This is an optimization exercise on Yosys and OpenROAD, whose aim is small area, not a production implementation. At most, simulation tests tie the RTL to the original design; equivalence was not proved.

==> run H: inputs <==
## CORDIC_COS_SIN
module CORDIC_COS_SIN #(
    parameter DATA_WIDTH = 16,
    parameter PHASE_WIDTH = 32,
    parameter STAGE = 16
) (
    input clk,
    input rst,
    input en,
    input mode,
    input signed [DATA_WIDTH-1:0] x0,
    input signed [DATA_WIDTH-1:0] y0,
    input signed [PHASE_WIDTH-1:0] phase,
    output valid,
    output [DATA_WIDTH:0] cos,
    output [DATA_WIDTH:0] sin
);
clock: 5.0 ns
lec_check: 0
abc_area: 1
cap_margin: 20
core_margin: 2
core_utilization: 40
slew_margin: 20
run.sh (not shown) runs the stock make flow with config.mk's settings and CLKGATE_MAP_FILE= SYNTH_SCRIPT=/design/flow/synth_recipe.tcl, a recipe that flattens the netlist after the stock synthesis.
==> inputs of run C, as changes to run H <==
==> flow/design.v (replaced) <==
module CORDIC_COS_SIN #(
    parameter DATA_WIDTH = 16,
    parameter PHASE_WIDTH = 32,
    parameter STAGE = 16
) (
    input clk,
    input rst,
    input en,
    input mode,
    input signed [DATA_WIDTH-1:0] x0,
    input signed [DATA_WIDTH-1:0] y0,
    input signed [PHASE_WIDTH-1:0] phase,
    output valid,
    output [DATA_WIDTH:0] cos,
    output [DATA_WIDTH:0] sin
);
reg [7:0] vld;
always @(posedge clk or posedge rst)
    if (rst) vld <= 0;
    else vld <= {vld[6:0], en};
assign valid = vld[7];
wire [1:0] q = phase[31:30];
wire signed [24:0] zq = {phase[31], phase[29:6]};    
wire [17:0] z0 = (zq > 25'sd102273) ? 18'sd102273 : (zq < -25'sd102274) ? -18'sd102274 : zq[17:0];
wire [16:0] px = {1'b0, x0}, py = {1'b0, y0};
wire [16:0] nx = -px, ny = -py;
wire [16:0] fxa = (q==2'd1 || q==2'd2) ? nx : px;
wire [16:0] fxb = (q[1]==1'b0) ? ny : py;
wire [16:0] fya = q[1] ? nx : px;
wire [16:0] fyb = (q==2'd1 || q==2'd2) ? ny : py;
wire [16:0] x1 = fxa + fxb;
wire [16:0] y1 = fya + fyb;
wire signed [18:0] z1_f = $signed(z0) + (z0[17] ? 19'sd46080 : -19'sd46080);
wire [16:0] z1 = z1_f[16:0];
reg [16:0] xr1, yr1;
reg [16:0] zr1;
always @(posedge clk) begin
    xr1 <= x1;
    yr1 <= y1;
    zr1 <= z1;
end
wire t1 = ~zr1[16];
wire signed [16:0] x2_sh = $signed(yr1) >>> 1;
wire [16:0] x2 = xr1 + (x2_sh ^ {17{t1}}) + t1;
wire signed [16:0] y2_sh = $signed(xr1) >>> 1;
wire [16:0] y2 = yr1 + (y2_sh ^ {17{zr1[16]}}) + zr1[16];
wire signed [17:0] z2_f = $signed(zr1) + (zr1[16] ? 18'sd27203 : -18'sd27203);
wire [15:0] z2 = z2_f[15:0];
wire t2 = ~z2[15];
wire signed [16:0] x3_sh = $signed(y2) >>> 2;
wire [16:0] x3 = x2 + (x3_sh ^ {17{t2}}) + t2;
wire signed [16:0] y3_sh = $signed(x2) >>> 2;
wire [16:0] y3 = y2 + (y3_sh ^ {17{z2[15]}}) + z2[15];
wire signed [16:0] z3_f = $signed(z2) + (z2[15] ? 17'sd14373 : -17'sd14373);
wire [14:0] z3 = z3_f[14:0];
reg [16:0] xr2, yr2;
reg [14:0] zr2;
always @(posedge clk) begin
    xr2 <= x3;
    yr2 <= y3;
    zr2 <= z3;
end
wire t3 = ~zr2[14];
wire signed [16:0] x4_sh = $signed(yr2) >>> 3;
wire [16:0] x4 = xr2 + (x4_sh ^ {17{t3}}) + t3;
wire signed [16:0] y4_sh = $signed(xr2) >>> 3;
wire [16:0] y4 = yr2 + (y4_sh ^ {17{zr2[14]}}) + zr2[14];
wire signed [15:0] z4_f = $signed(zr2) + (zr2[14] ? 16'sd7296 : -16'sd7296);
wire [13:0] z4 = z4_f[13:0];
wire t4 = ~z4[13];
wire signed [16:0] x5_sh = $signed(y4) >>> 4;
wire [16:0] x5 = x4 + (x5_sh ^ {17{t4}}) + t4;
wire signed [16:0] y5_sh = $signed(x4) >>> 4;
wire [16:0] y5 = y4 + (y5_sh ^ {17{z4[13]}}) + z4[13];
wire signed [14:0] z5_f = $signed(z4) + (z4[13] ? 15'sd3662 : -15'sd3662);
wire [12:0] z5 = z5_f[12:0];
reg [16:0] xr3, yr3;
reg [12:0] zr3;
always @(posedge clk) begin
    xr3 <= x5;
    yr3 <= y5;
    zr3 <= z5;
end
wire t5 = ~zr3[12];
wire signed [16:0] x6_sh = $signed(yr3) >>> 5;
wire [16:0] x6 = xr3 + (x6_sh ^ {17{t5}}) + t5;
wire signed [16:0] y6_sh = $signed(xr3) >>> 5;
wire [16:0] y6 = yr3 + (y6_sh ^ {17{zr3[12]}}) + zr3[12];
wire signed [13:0] z6_f = $signed(zr3) + (zr3[12] ? 14'sd1833 : -14'sd1833);
wire [11:0] z6 = z6_f[11:0];
wire t6 = ~z6[11];
wire signed [16:0] x7_sh = $signed(y6) >>> 6;
wire [16:0] x7 = x6 + (x7_sh ^ {17{t6}}) + t6;
wire signed [16:0] y7_sh = $signed(x6) >>> 6;
wire [16:0] y7 = y6 + (y7_sh ^ {17{z6[11]}}) + z6[11];
wire signed [12:0] z7_f = $signed(z6) + (z6[11] ? 13'sd917 : -13'sd917);
wire [10:0] z7 = z7_f[10:0];
reg [16:0] xr4, yr4;
reg [10:0] zr4;
always @(posedge clk) begin
    xr4 <= x7;
    yr4 <= y7;
    zr4 <= z7;
end
wire t7 = ~zr4[10];
wire signed [16:0] x8_sh = $signed(yr4) >>> 7;
wire [16:0] x8 = xr4 + (x8_sh ^ {17{t7}}) + t7;
wire signed [16:0] y8_sh = $signed(xr4) >>> 7;
wire [16:0] y8 = yr4 + (y8_sh ^ {17{zr4[10]}}) + zr4[10];
wire signed [11:0] z8_f = $signed(zr4) + (zr4[10] ? 12'sd458 : -12'sd458);
wire [9:0] z8 = z8_f[9:0];
wire t8 = ~z8[9];
wire signed [16:0] x9_sh = $signed(y8) >>> 8;
wire [16:0] x9 = x8 + (x9_sh ^ {17{t8}}) + t8;
wire signed [16:0] y9_sh = $signed(x8) >>> 8;
wire [16:0] y9 = y8 + (y9_sh ^ {17{z8[9]}}) + z8[9];
wire signed [10:0] z9_f = $signed(z8) + (z8[9] ? 11'sd229 : -11'sd229);
wire [8:0] z9 = z9_f[8:0];
reg [16:0] xr5, yr5;
reg [8:0] zr5;
always @(posedge clk) begin
    xr5 <= x9;
    yr5 <= y9;
    zr5 <= z9;
end
wire t9 = ~zr5[8];
wire signed [16:0] x10_sh = $signed(yr5) >>> 9;
wire [16:0] x10 = xr5 + (x10_sh ^ {17{t9}}) + t9;
wire signed [16:0] y10_sh = $signed(xr5) >>> 9;
wire [16:0] y10 = yr5 + (y10_sh ^ {17{zr5[8]}}) + zr5[8];
wire signed [9:0] z10_f = $signed(zr5) + (zr5[8] ? 10'sd115 : -10'sd115);
wire [7:0] z10 = z10_f[7:0];
wire t10 = ~z10[7];
wire signed [16:0] x11_sh = $signed(y10) >>> 10;
wire [16:0] x11 = x10 + (x11_sh ^ {17{t10}}) + t10;
wire signed [16:0] y11_sh = $signed(x10) >>> 10;
wire [16:0] y11 = y10 + (y11_sh ^ {17{z10[7]}}) + z10[7];
wire signed [8:0] z11_f = $signed(z10) + (z10[7] ? 9'sd57 : -9'sd57);
wire [6:0] z11 = z11_f[6:0];
reg [16:0] xr6, yr6;
reg [6:0] zr6;
always @(posedge clk) begin
    xr6 <= x11;
    yr6 <= y11;
    zr6 <= z11;
end
wire t11 = ~zr6[6];
wire signed [16:0] x12_sh = $signed(yr6) >>> 11;
wire [16:0] x12 = xr6 + (x12_sh ^ {17{t11}}) + t11;
wire signed [16:0] y12_sh = $signed(xr6) >>> 11;
wire [16:0] y12 = yr6 + (y12_sh ^ {17{zr6[6]}}) + zr6[6];
wire signed [7:0] z12_f = $signed(zr6) + (zr6[6] ? 8'sd29 : -8'sd29);
wire [5:0] z12 = z12_f[5:0];
wire t12 = ~z12[5];
wire signed [16:0] x13_sh = $signed(y12) >>> 12;
wire [16:0] x13 = x12 + (x13_sh ^ {17{t12}}) + t12;
wire signed [16:0] y13_sh = $signed(x12) >>> 12;
wire [16:0] y13 = y12 + (y13_sh ^ {17{z12[5]}}) + z12[5];
wire signed [6:0] z13_f = $signed(z12) + (z12[5] ? 7'sd14 : -7'sd14);
wire [4:0] z13 = z13_f[4:0];
reg [16:0] xr7, yr7;
reg [4:0] zr7;
always @(posedge clk) begin
    xr7 <= x13;
    yr7 <= y13;
    zr7 <= z13;
end
wire t13 = ~zr7[4];
wire signed [16:0] x14_sh = $signed(yr7) >>> 13;
wire [16:0] x14 = xr7 + (x14_sh ^ {17{t13}}) + t13;
wire signed [16:0] y14_sh = $signed(xr7) >>> 13;
wire [16:0] y14 = yr7 + (y14_sh ^ {17{zr7[4]}}) + zr7[4];
wire signed [5:0] z14_f = $signed(zr7) + (zr7[4] ? 6'sd7 : -6'sd7);
wire [3:0] z14 = z14_f[3:0];
reg [16:0] xr8, yr8;
reg [3:0] zr8;
always @(posedge clk) begin
    xr8 <= x14;
    yr8 <= y14;
    zr8 <= z14;
end
wire t14 = ~zr8[3];
wire signed [16:0] x15_sh = $signed(yr8) >>> 14;
wire [16:0] x15 = xr8 + (x15_sh ^ {17{t14}}) + t14;
wire signed [16:0] y15_sh = $signed(xr8) >>> 14;
wire [16:0] y15 = yr8 + (y15_sh ^ {17{zr8[3]}}) + zr8[3];
assign cos = x15;
assign sin = y15;
endmodule
ABC_AREA = not set   (was 1)
==> notes <==
- Run H finished clean. Run C completed and failed the layout checks on negative setup slack.
- Of run H and run C, run H has the higher synthesized area (gap 8.4%, measured against run C).
- Of run H and run C, run H has the higher worst hold slack (gap 0.0052 ns).
- Against run C, the global-route usage of run H is higher by 1.1 points.
- In run H the final cell count is higher than in run C, by about 16%.
- Against run H, the die area of run C is lower by 7.7%.
==> figures <==
Status: run H timing/DRC/antenna clean; run C finished with violations
Reasons for failing layout checks: run H -; run C negative setup slack
Insertion delay to the later sink of the worst-skew pair: run H 0.60 ns; run C 0.59 ns
Detailed route wirelength on metal3: run H 2.81 mm; run C 2.24 mm
Signal buffers share of area: run H 0.0329; run C 0.117
Final clock skew: run H 0.0150 ns; run C 0.0165 ns
Number of vias in the routed layout: run H 34.9k; run C 31.3k
Unrepaired setup endpoints after global routing: run H false; run C true
Final design utilization: run H 0.447; run C 0.515
WP depth: run H 12; run C 26
Share of layout cells above drive strength 1: run H 0.0472; run C 0.206
Initial core utilization: run H 0.403; run C 0.405
Post-layout instance count excluding filler cells: run H 7012; run C 6060
Setup WS pre-CTS: run H 0.182 ns; run C -0.478 ns
Wire length of the first global-routing pass: run H 164 mm; run C 144 mm
Critical path arrival: run H 3.67 ns; run C 5.76 ns
Share of the final layout cell area in sequential cells: run H 0.167; run C 0.158
Share of the cycle needed by the critical path after routing: run H 0.935; run C 1.05
Function not checked in run C: the RTL went through the layout flow alone.

* * *

==> run X <==
CORDIC_COS_SIN, a different RTL version from the one above (not shown whole).
export LEC_CHECK = 0
export ABC_AREA = 1
export CAP_MARGIN = 20
export CORE_MARGIN = 2
export CORE_UTILIZATION = 55
export CTS_BUF_LIST = sky130_fd_sc_hd__clkbuf_4 sky130_fd_sc_hd__clkbuf_8
export CTS_CLUSTER_DIAMETER = 60
export CTS_CLUSTER_SIZE = 30
export GPL_TIMING_DRIVEN = 0
export SETUP_SLACK_MARGIN = -0.1
export SLEW_MARGIN = 20
create_clock -name core_clock -period 5.0 [get_ports {clk}]
==> inputs of run F, as changes to run X <==
--- a/flow/design.v
+++ b/flow/design.v
@@ -594,42 +594,31 @@
 assign xa7_c[9] = xa7_g[8] | (xa7_p[8] & xa7_c[8]);
 wire xa7_G8 = (xa7_g[9] | (xa7_p[9] & xa7_g[8]));
 wire xa7_P8 = xa7_p[9] & xa7_p[8];
 assign xa7_c[10] = xa7_G8 | (xa7_P8 & xa7_c[8]);
 wire xa7_sg = y6[16];
-wire xa7_or0_1 = x6[11] | x6[10];
-wire xa7_or0_3 = x6[13] | x6[12];
-wire xa7_or0_5 = x6[15] | x6[14];
-wire xa7_or1_2 = x6[12] | xa7_or0_1;
-wire xa7_or1_3 = xa7_or0_3 | xa7_or0_1;
-wire xa7_or2_4 = x6[14] | xa7_or1_3;
-wire xa7_or2_5 = xa7_or0_5 | xa7_or1_3;
-wire xa7_OR11 = x6[10];
-wire xa7_OR12 = xa7_or0_1;
-wire xa7_OR13 = xa7_or1_2;
-wire xa7_OR14 = xa7_or1_3;
-wire xa7_OR15 = xa7_or2_4;
-wire xa7_OR16 = xa7_or2_5;
-wire xa7_and0_1 = x6[11] & x6[10];
-wire xa7_and0_3 = x6[13] & x6[12];
-wire xa7_and0_5 = x6[15] & x6[14];
-wire xa7_and1_2 = x6[12] & xa7_and0_1;
-wire xa7_and1_3 = xa7_and0_3 & xa7_and0_1;
-wire xa7_and2_4 = x6[14] & xa7_and1_3;
-wire xa7_and2_5 = xa7_and0_5 & xa7_and1_3;
-wire xa7_AND11 = x6[10];
-wire xa7_AND12 = xa7_and0_1;
-wire xa7_AND13 = xa7_and1_2;
-wire xa7_AND14 = xa7_and1_3;
-wire xa7_AND15 = xa7_and2_4;
-wire xa7_AND16 = xa7_and2_5;
-assign xa7_c[11] = xa7_sg ? (xa7_c[10] | xa7_OR11) : (xa7_c[10] & xa7_AND11);
-assign xa7_c[12] = xa7_sg ? (xa7_c[10] | xa7_OR12) : (xa7_c[10] & xa7_AND12);
-assign xa7_c[13] = xa7_sg ? (xa7_c[10] | xa7_OR13) : (xa7_c[10] & xa7_AND13);
-assign xa7_c[14] = xa7_sg ? (xa7_c[10] | xa7_OR14) : (xa7_c[10] & xa7_AND14);
-assign xa7_c[15] = xa7_sg ? (xa7_c[10] | xa7_OR15) : (xa7_c[10] & xa7_AND15);
-assign xa7_c[16] = xa7_sg ? (xa7_c[10] | xa7_OR16) : (xa7_c[10] & xa7_AND16);
+wire [16:10] xa7_or, xa7_and;
+assign xa7_or[10] = xa7_c[10];
+assign xa7_and[10] = xa7_c[10];
+assign xa7_or[11] = xa7_or[10] | x6[10];
+assign xa7_and[11] = xa7_and[10] & x6[10];
+assign xa7_c[11] = xa7_sg ? xa7_or[11] : xa7_and[11];
+assign xa7_or[12] = xa7_or[11] | x6[11];
+assign xa7_and[12] = xa7_and[11] & x6[11];
+assign xa7_c[12] = xa7_sg ? xa7_or[12] : xa7_and[12];
+assign xa7_or[13] = xa7_or[12] | x6[12];
+assign xa7_and[13] = xa7_and[12] & x6[12];
+assign xa7_c[13] = xa7_sg ? xa7_or[13] : xa7_and[13];
+assign xa7_or[14] = xa7_or[13] | x6[13];
+assign xa7_and[14] = xa7_and[13] & x6[13];
+assign xa7_c[14] = xa7_sg ? xa7_or[14] : xa7_and[14];
+assign xa7_or[15] = xa7_or[14] | x6[14];
+assign xa7_and[15] = xa7_and[14] & x6[14];
+assign xa7_c[15] = xa7_sg ? xa7_or[15] : xa7_and[15];
+assign xa7_or[16] = xa7_or[15] | x6[15];
+assign xa7_and[16] = xa7_and[15] & x6[15];
+assign xa7_c[16] = xa7_sg ? xa7_or[16] : xa7_and[16];
 wire [16:0] xa7 = xa7_p[16:0] ^ xa7_c[16:0];
 wire [16:0] y7_b = {~x6[16], ~x6[16], ~x6[16], ~x6[16], ~x6[16], ~x6[16], ~x6[16], ~x6[15], ~x6[14], ~x6[13], ~x6[12], ~x6[11], ~x6[10], ~x6[9], ~x6[8], ~x6[7], ~x6[6]};
 wire [16:0] y7_p = y6 ^ y7_b, y7_g = y6 & y7_b;
 wire [17:0] y7_c;
 assign y7_c[0] = z6[11];
@@ -652,42 +641,31 @@
 assign y7_c[9] = y7_g[8] | (y7_p[8] & y7_c[8]);
 wire y7_G8 = (y7_g[9] | (y7_p[9] & y7_g[8]));
 wire y7_P8 = y7_p[9] & y7_p[8];
 assign y7_c[10] = y7_G8 | (y7_P8 & y7_c[8]);
 wire y7_sg = ~x6[16];
-wire y7_or0_1 = y6[11] | y6[10];
-wire y7_or0_3 = y6[13] | y6[12];
-wire y7_or0_5 = y6[15] | y6[14];
-wire y7_or1_2 = y6[12] | y7_or0_1;
-wire y7_or1_3 = y7_or0_3 | y7_or0_1;
-wire y7_or2_4 = y6[14] | y7_or1_3;
-wire y7_or2_5 = y7_or0_5 | y7_or1_3;
-wire y7_OR11 = y6[10];
-wire y7_OR12 = y7_or0_1;
-wire y7_OR13 = y7_or1_2;
-wire y7_OR14 = y7_or1_3;
-wire y7_OR15 = y7_or2_4;
-wire y7_OR16 = y7_or2_5;
-wire y7_and0_1 = y6[11] & y6[10];
-wire y7_and0_3 = y6[13] & y6[12];
-wire y7_and0_5 = y6[15] & y6[14];
-wire y7_and1_2 = y6[12] & y7_and0_1;
-wire y7_and1_3 = y7_and0_3 & y7_and0_1;
-wire y7_and2_4 = y6[14] & y7_and1_3;
-wire y7_and2_5 = y7_and0_5 & y7_and1_3;
-wire y7_AND11 = y6[10];
-wire y7_AND12 = y7_and0_1;
-wire y7_AND13 = y7_and1_2;
-wire y7_AND14 = y7_and1_3;
-wire y7_AND15 = y7_and2_4;
-wire y7_AND16 = y7_and2_5;
-assign y7_c[11] = y7_sg ? (y7_c[10] | y7_OR11) : (y7_c[10] & y7_AND11);
-assign y7_c[12] = y7_sg ? (y7_c[10] | y7_OR12) : (y7_c[10] & y7_AND12);
-assign y7_c[13] = y7_sg ? (y7_c[10] | y7_OR13) : (y7_c[10] & y7_AND13);
-assign y7_c[14] = y7_sg ? (y7_c[10] | y7_OR14) : (y7_c[10] & y7_AND14);
-assign y7_c[15] = y7_sg ? (y7_c[10] | y7_OR15) : (y7_c[10] & y7_AND15);
-assign y7_c[16] = y7_sg ? (y7_c[10] | y7_OR16) : (y7_c[10] & y7_AND16);
+wire [16:10] y7_or, y7_and;
+assign y7_or[10] = y7_c[10];
+assign y7_and[10] = y7_c[10];
+assign y7_or[11] = y7_or[10] | y6[10];
+assign y7_and[11] = y7_and[10] & y6[10];
+assign y7_c[11] = y7_sg ? y7_or[11] : y7_and[11];
+assign y7_or[12] = y7_or[11] | y6[11];
+assign y7_and[12] = y7_and[11] & y6[11];
+assign y7_c[12] = y7_sg ? y7_or[12] : y7_and[12];
+assign y7_or[13] = y7_or[12] | y6[12];
+assign y7_and[13] = y7_and[12] & y6[12];
+assign y7_c[13] = y7_sg ? y7_or[13] : y7_and[13];
+assign y7_or[14] = y7_or[13] | y6[13];
+assign y7_and[14] = y7_and[13] & y6[13];
+assign y7_c[14] = y7_sg ? y7_or[14] : y7_and[14];
+assign y7_or[15] = y7_or[14] | y6[14];
+assign y7_and[15] = y7_and[14] & y6[14];
+assign y7_c[15] = y7_sg ? y7_or[15] : y7_and[15];
+assign y7_or[16] = y7_or[15] | y6[15];
+assign y7_and[16] = y7_and[15] & y6[15];
+assign y7_c[16] = y7_sg ? y7_or[16] : y7_and[16];
 wire [16:0] y7 = y7_p[16:0] ^ y7_c[16:0];
 wire [12:0] z7_f = {{1{z6[11]}}, z6} + (z6[11] ? 13'd917 : -13'd917);
 wire [10:0] z7 = z7_f[10:0];
 wire [16:0] x7 = xa7 ^ {17{z6[11] ^ z7[10]}};
 reg [16:0] xr4, yr4;
SETUP_SLACK_MARGIN = not set   (was -0.1)
==> inputs of run A, as changes to run X <==
--- a/flow/design.v
+++ b/flow/design.v
@@ -594,42 +594,31 @@
 assign xa7_c[9] = xa7_g[8] | (xa7_p[8] & xa7_c[8]);
 wire xa7_G8 = (xa7_g[9] | (xa7_p[9] & xa7_g[8]));
 wire xa7_P8 = xa7_p[9] & xa7_p[8];
 assign xa7_c[10] = xa7_G8 | (xa7_P8 & xa7_c[8]);
 wire xa7_sg = y6[16];
-wire xa7_or0_1 = x6[11] | x6[10];
-wire xa7_or0_3 = x6[13] | x6[12];
-wire xa7_or0_5 = x6[15] | x6[14];
-wire xa7_or1_2 = x6[12] | xa7_or0_1;
-wire xa7_or1_3 = xa7_or0_3 | xa7_or0_1;
-wire xa7_or2_4 = x6[14] | xa7_or1_3;
-wire xa7_or2_5 = xa7_or0_5 | xa7_or1_3;
-wire xa7_OR11 = x6[10];
-wire xa7_OR12 = xa7_or0_1;
-wire xa7_OR13 = xa7_or1_2;
-wire xa7_OR14 = xa7_or1_3;
-wire xa7_OR15 = xa7_or2_4;
-wire xa7_OR16 = xa7_or2_5;
-wire xa7_and0_1 = x6[11] & x6[10];
-wire xa7_and0_3 = x6[13] & x6[12];
-wire xa7_and0_5 = x6[15] & x6[14];
-wire xa7_and1_2 = x6[12] & xa7_and0_1;
-wire xa7_and1_3 = xa7_and0_3 & xa7_and0_1;
-wire xa7_and2_4 = x6[14] & xa7_and1_3;
-wire xa7_and2_5 = xa7_and0_5 & xa7_and1_3;
-wire xa7_AND11 = x6[10];
-wire xa7_AND12 = xa7_and0_1;
-wire xa7_AND13 = xa7_and1_2;
-wire xa7_AND14 = xa7_and1_3;
-wire xa7_AND15 = xa7_and2_4;
-wire xa7_AND16 = xa7_and2_5;
-assign xa7_c[11] = xa7_sg ? (xa7_c[10] | xa7_OR11) : (xa7_c[10] & xa7_AND11);
-assign xa7_c[12] = xa7_sg ? (xa7_c[10] | xa7_OR12) : (xa7_c[10] & xa7_AND12);
-assign xa7_c[13] = xa7_sg ? (xa7_c[10] | xa7_OR13) : (xa7_c[10] & xa7_AND13);
-assign xa7_c[14] = xa7_sg ? (xa7_c[10] | xa7_OR14) : (xa7_c[10] & xa7_AND14);
-assign xa7_c[15] = xa7_sg ? (xa7_c[10] | xa7_OR15) : (xa7_c[10] & xa7_AND15);
-assign xa7_c[16] = xa7_sg ? (xa7_c[10] | xa7_OR16) : (xa7_c[10] & xa7_AND16);
+wire [16:10] xa7_or, xa7_and;
+assign xa7_or[10] = xa7_c[10];
+assign xa7_and[10] = xa7_c[10];
+assign xa7_or[11] = xa7_or[10] | x6[10];
+assign xa7_and[11] = xa7_and[10] & x6[10];
+assign xa7_c[11] = xa7_sg ? xa7_or[11] : xa7_and[11];
+assign xa7_or[12] = xa7_or[11] | x6[11];
+assign xa7_and[12] = xa7_and[11] & x6[11];
+assign xa7_c[12] = xa7_sg ? xa7_or[12] : xa7_and[12];
+assign xa7_or[13] = xa7_or[12] | x6[12];
+assign xa7_and[13] = xa7_and[12] & x6[12];
+assign xa7_c[13] = xa7_sg ? xa7_or[13] : xa7_and[13];
+assign xa7_or[14] = xa7_or[13] | x6[13];
+assign xa7_and[14] = xa7_and[13] & x6[13];
+assign xa7_c[14] = xa7_sg ? xa7_or[14] : xa7_and[14];
+assign xa7_or[15] = xa7_or[14] | x6[14];
+assign xa7_and[15] = xa7_and[14] & x6[14];
+assign xa7_c[15] = xa7_sg ? xa7_or[15] : xa7_and[15];
+assign xa7_or[16] = xa7_or[15] | x6[15];
+assign xa7_and[16] = xa7_and[15] & x6[15];
+assign xa7_c[16] = xa7_sg ? xa7_or[16] : xa7_and[16];
 wire [16:0] xa7 = xa7_p[16:0] ^ xa7_c[16:0];
 wire [16:0] y7_b = {~x6[16], ~x6[16], ~x6[16], ~x6[16], ~x6[16], ~x6[16], ~x6[16], ~x6[15], ~x6[14], ~x6[13], ~x6[12], ~x6[11], ~x6[10], ~x6[9], ~x6[8], ~x6[7], ~x6[6]};
 wire [16:0] y7_p = y6 ^ y7_b, y7_g = y6 & y7_b;
 wire [17:0] y7_c;
 assign y7_c[0] = z6[11];
@@ -652,42 +641,31 @@
 assign y7_c[9] = y7_g[8] | (y7_p[8] & y7_c[8]);
 wire y7_G8 = (y7_g[9] | (y7_p[9] & y7_g[8]));
 wire y7_P8 = y7_p[9] & y7_p[8];
 assign y7_c[10] = y7_G8 | (y7_P8 & y7_c[8]);
 wire y7_sg = ~x6[16];
-wire y7_or0_1 = y6[11] | y6[10];
-wire y7_or0_3 = y6[13] | y6[12];
-wire y7_or0_5 = y6[15] | y6[14];
-wire y7_or1_2 = y6[12] | y7_or0_1;
-wire y7_or1_3 = y7_or0_3 | y7_or0_1;
-wire y7_or2_4 = y6[14] | y7_or1_3;
-wire y7_or2_5 = y7_or0_5 | y7_or1_3;
-wire y7_OR11 = y6[10];
-wire y7_OR12 = y7_or0_1;
-wire y7_OR13 = y7_or1_2;
-wire y7_OR14 = y7_or1_3;
-wire y7_OR15 = y7_or2_4;
-wire y7_OR16 = y7_or2_5;
-wire y7_and0_1 = y6[11] & y6[10];
-wire y7_and0_3 = y6[13] & y6[12];
-wire y7_and0_5 = y6[15] & y6[14];
-wire y7_and1_2 = y6[12] & y7_and0_1;
-wire y7_and1_3 = y7_and0_3 & y7_and0_1;
-wire y7_and2_4 = y6[14] & y7_and1_3;
-wire y7_and2_5 = y7_and0_5 & y7_and1_3;
-wire y7_AND11 = y6[10];
-wire y7_AND12 = y7_and0_1;
-wire y7_AND13 = y7_and1_2;
-wire y7_AND14 = y7_and1_3;
-wire y7_AND15 = y7_and2_4;
-wire y7_AND16 = y7_and2_5;
-assign y7_c[11] = y7_sg ? (y7_c[10] | y7_OR11) : (y7_c[10] & y7_AND11);
-assign y7_c[12] = y7_sg ? (y7_c[10] | y7_OR12) : (y7_c[10] & y7_AND12);
-assign y7_c[13] = y7_sg ? (y7_c[10] | y7_OR13) : (y7_c[10] & y7_AND13);
-assign y7_c[14] = y7_sg ? (y7_c[10] | y7_OR14) : (y7_c[10] & y7_AND14);
-assign y7_c[15] = y7_sg ? (y7_c[10] | y7_OR15) : (y7_c[10] & y7_AND15);
-assign y7_c[16] = y7_sg ? (y7_c[10] | y7_OR16) : (y7_c[10] & y7_AND16);
+wire [16:10] y7_or, y7_and;
+assign y7_or[10] = y7_c[10];
+assign y7_and[10] = y7_c[10];
+assign y7_or[11] = y7_or[10] | y6[10];
+assign y7_and[11] = y7_and[10] & y6[10];
+assign y7_c[11] = y7_sg ? y7_or[11] : y7_and[11];
+assign y7_or[12] = y7_or[11] | y6[11];
+assign y7_and[12] = y7_and[11] & y6[11];
+assign y7_c[12] = y7_sg ? y7_or[12] : y7_and[12];
+assign y7_or[13] = y7_or[12] | y6[12];
+assign y7_and[13] = y7_and[12] & y6[12];
+assign y7_c[13] = y7_sg ? y7_or[13] : y7_and[13];
+assign y7_or[14] = y7_or[13] | y6[13];
+assign y7_and[14] = y7_and[13] & y6[13];
+assign y7_c[14] = y7_sg ? y7_or[14] : y7_and[14];
+assign y7_or[15] = y7_or[14] | y6[14];
+assign y7_and[15] = y7_and[14] & y6[14];
+assign y7_c[15] = y7_sg ? y7_or[15] : y7_and[15];
+assign y7_or[16] = y7_or[15] | y6[15];
+assign y7_and[16] = y7_and[15] & y6[15];
+assign y7_c[16] = y7_sg ? y7_or[16] : y7_and[16];
 wire [16:0] y7 = y7_p[16:0] ^ y7_c[16:0];
 wire [12:0] z7_f = {{1{z6[11]}}, z6} + (z6[11] ? 13'd917 : -13'd917);
 wire [10:0] z7 = z7_f[10:0];
 wire [16:0] x7 = xa7 ^ {17{z6[11] ^ z7[10]}};
 reg [16:0] xr4, yr4;
CORE_UTILIZATION = 50   (was 55)
==> impl_results.md <==
- Status: timing/DRC/antenna clean
- Share of cells above drive strength 1: 0.0812
- Wire length on met3: ~1.5 mm
- Fin crit period: between 4 and 5 ns
- R2r endpoint: xr2[13]
- Routed length on met2: 34.9 mm
- Post-route cell area: ~37000 um2
- Die area: roughly 67000 um2
- DRT met1 WL: between 30 and 40 mm
- Final-layout clock-cell area share: 0.0225
- Die width: ~260 um
- Post-Syn Instances: between 4000 and 5000
That was run A.
==> impl_results.md <==
- Final-layout clock-cell area share: 0.0232
- Routed length on met2: about 36 mm
- Fin crit period: between 4 and 5 ns
- R2r endpoint: xr3[16]
- Status: timing/DRC/antenna clean
- Share of cells above drive strength 1: 0.135
- Post-Syn Instances: about 4200
- DRT met1 WL: about 31 mm
That was run X.
==> impl_results.md <==
- Share of cells above drive strength 1: 0.0944
- HP Start: zr2[0]
- Largest net degree at the start of global routing: 25
- Top layer in use: met4
- Post-route cell area: ~37000 um2
- Met3 Use GR: 0.0263
- Wire length on met3: 1.83 mm
- R2r endpoint: xr2[13]
- Die width: 248 um
- Post-Syn Instances: between 4000 and 5000
- Final-layout clock-cell area share: 0.0262
- Register area share after synthesis: 0.221
- Fin crit period: ~4.8 ns
- Status: timing/DRC/antenna clean
- Routed length on met2: 35.4 mm
That was run F.
Only the layout flow was run in run X; the RTL was not checked for function there.

## port drivers added, routing unchanged
The results above use ideal ports. As a check the final layouts listed here were re-extracted and re-timed, cells and wires unchanged.
Step 1 (the two cells are an assumption about what drives the block):
set clk [get_ports {clk}]
set_driving_cell -lib_cell sky130_fd_sc_hd__clkbuf_16 $clk
set_driving_cell -lib_cell sky130_fd_sc_hd__buf_2 [delete_from_list [all_inputs] $clk]
Step 2 times the ports against the registers' clock, not the clock port: input delays grow and output delays shrink by t, the midpoint of the rising clock arrivals with the driver on.
a / b / c = ideal ports / drivers / drivers and shift; a / b = the first two.
| run | t (ns) | setup slack, ns | worst setup path at the end |
|---|---|---|---|
| run H | 0.663 | 0.327 / 0.259 / 0.388 | input to register |
| run C | 0.641 | -0.246 / -0.246 / -0.246 | register to register |
| run X | 0.680 | 0.125 / 0.092 / -0.405 | input to register |
| run F | 0.685 | 0.164 / 0.164 / -0.318 | input to register |
| run A | 0.670 | 0.166 / 0.166 / -0.376 | input to register |
Met with ideal ports but missed after step 2: setup timing in run X, run F and run A. The setup slack of run A, which loses most, moves by 0.000 ns with the drivers and by -0.542 ns with both steps.
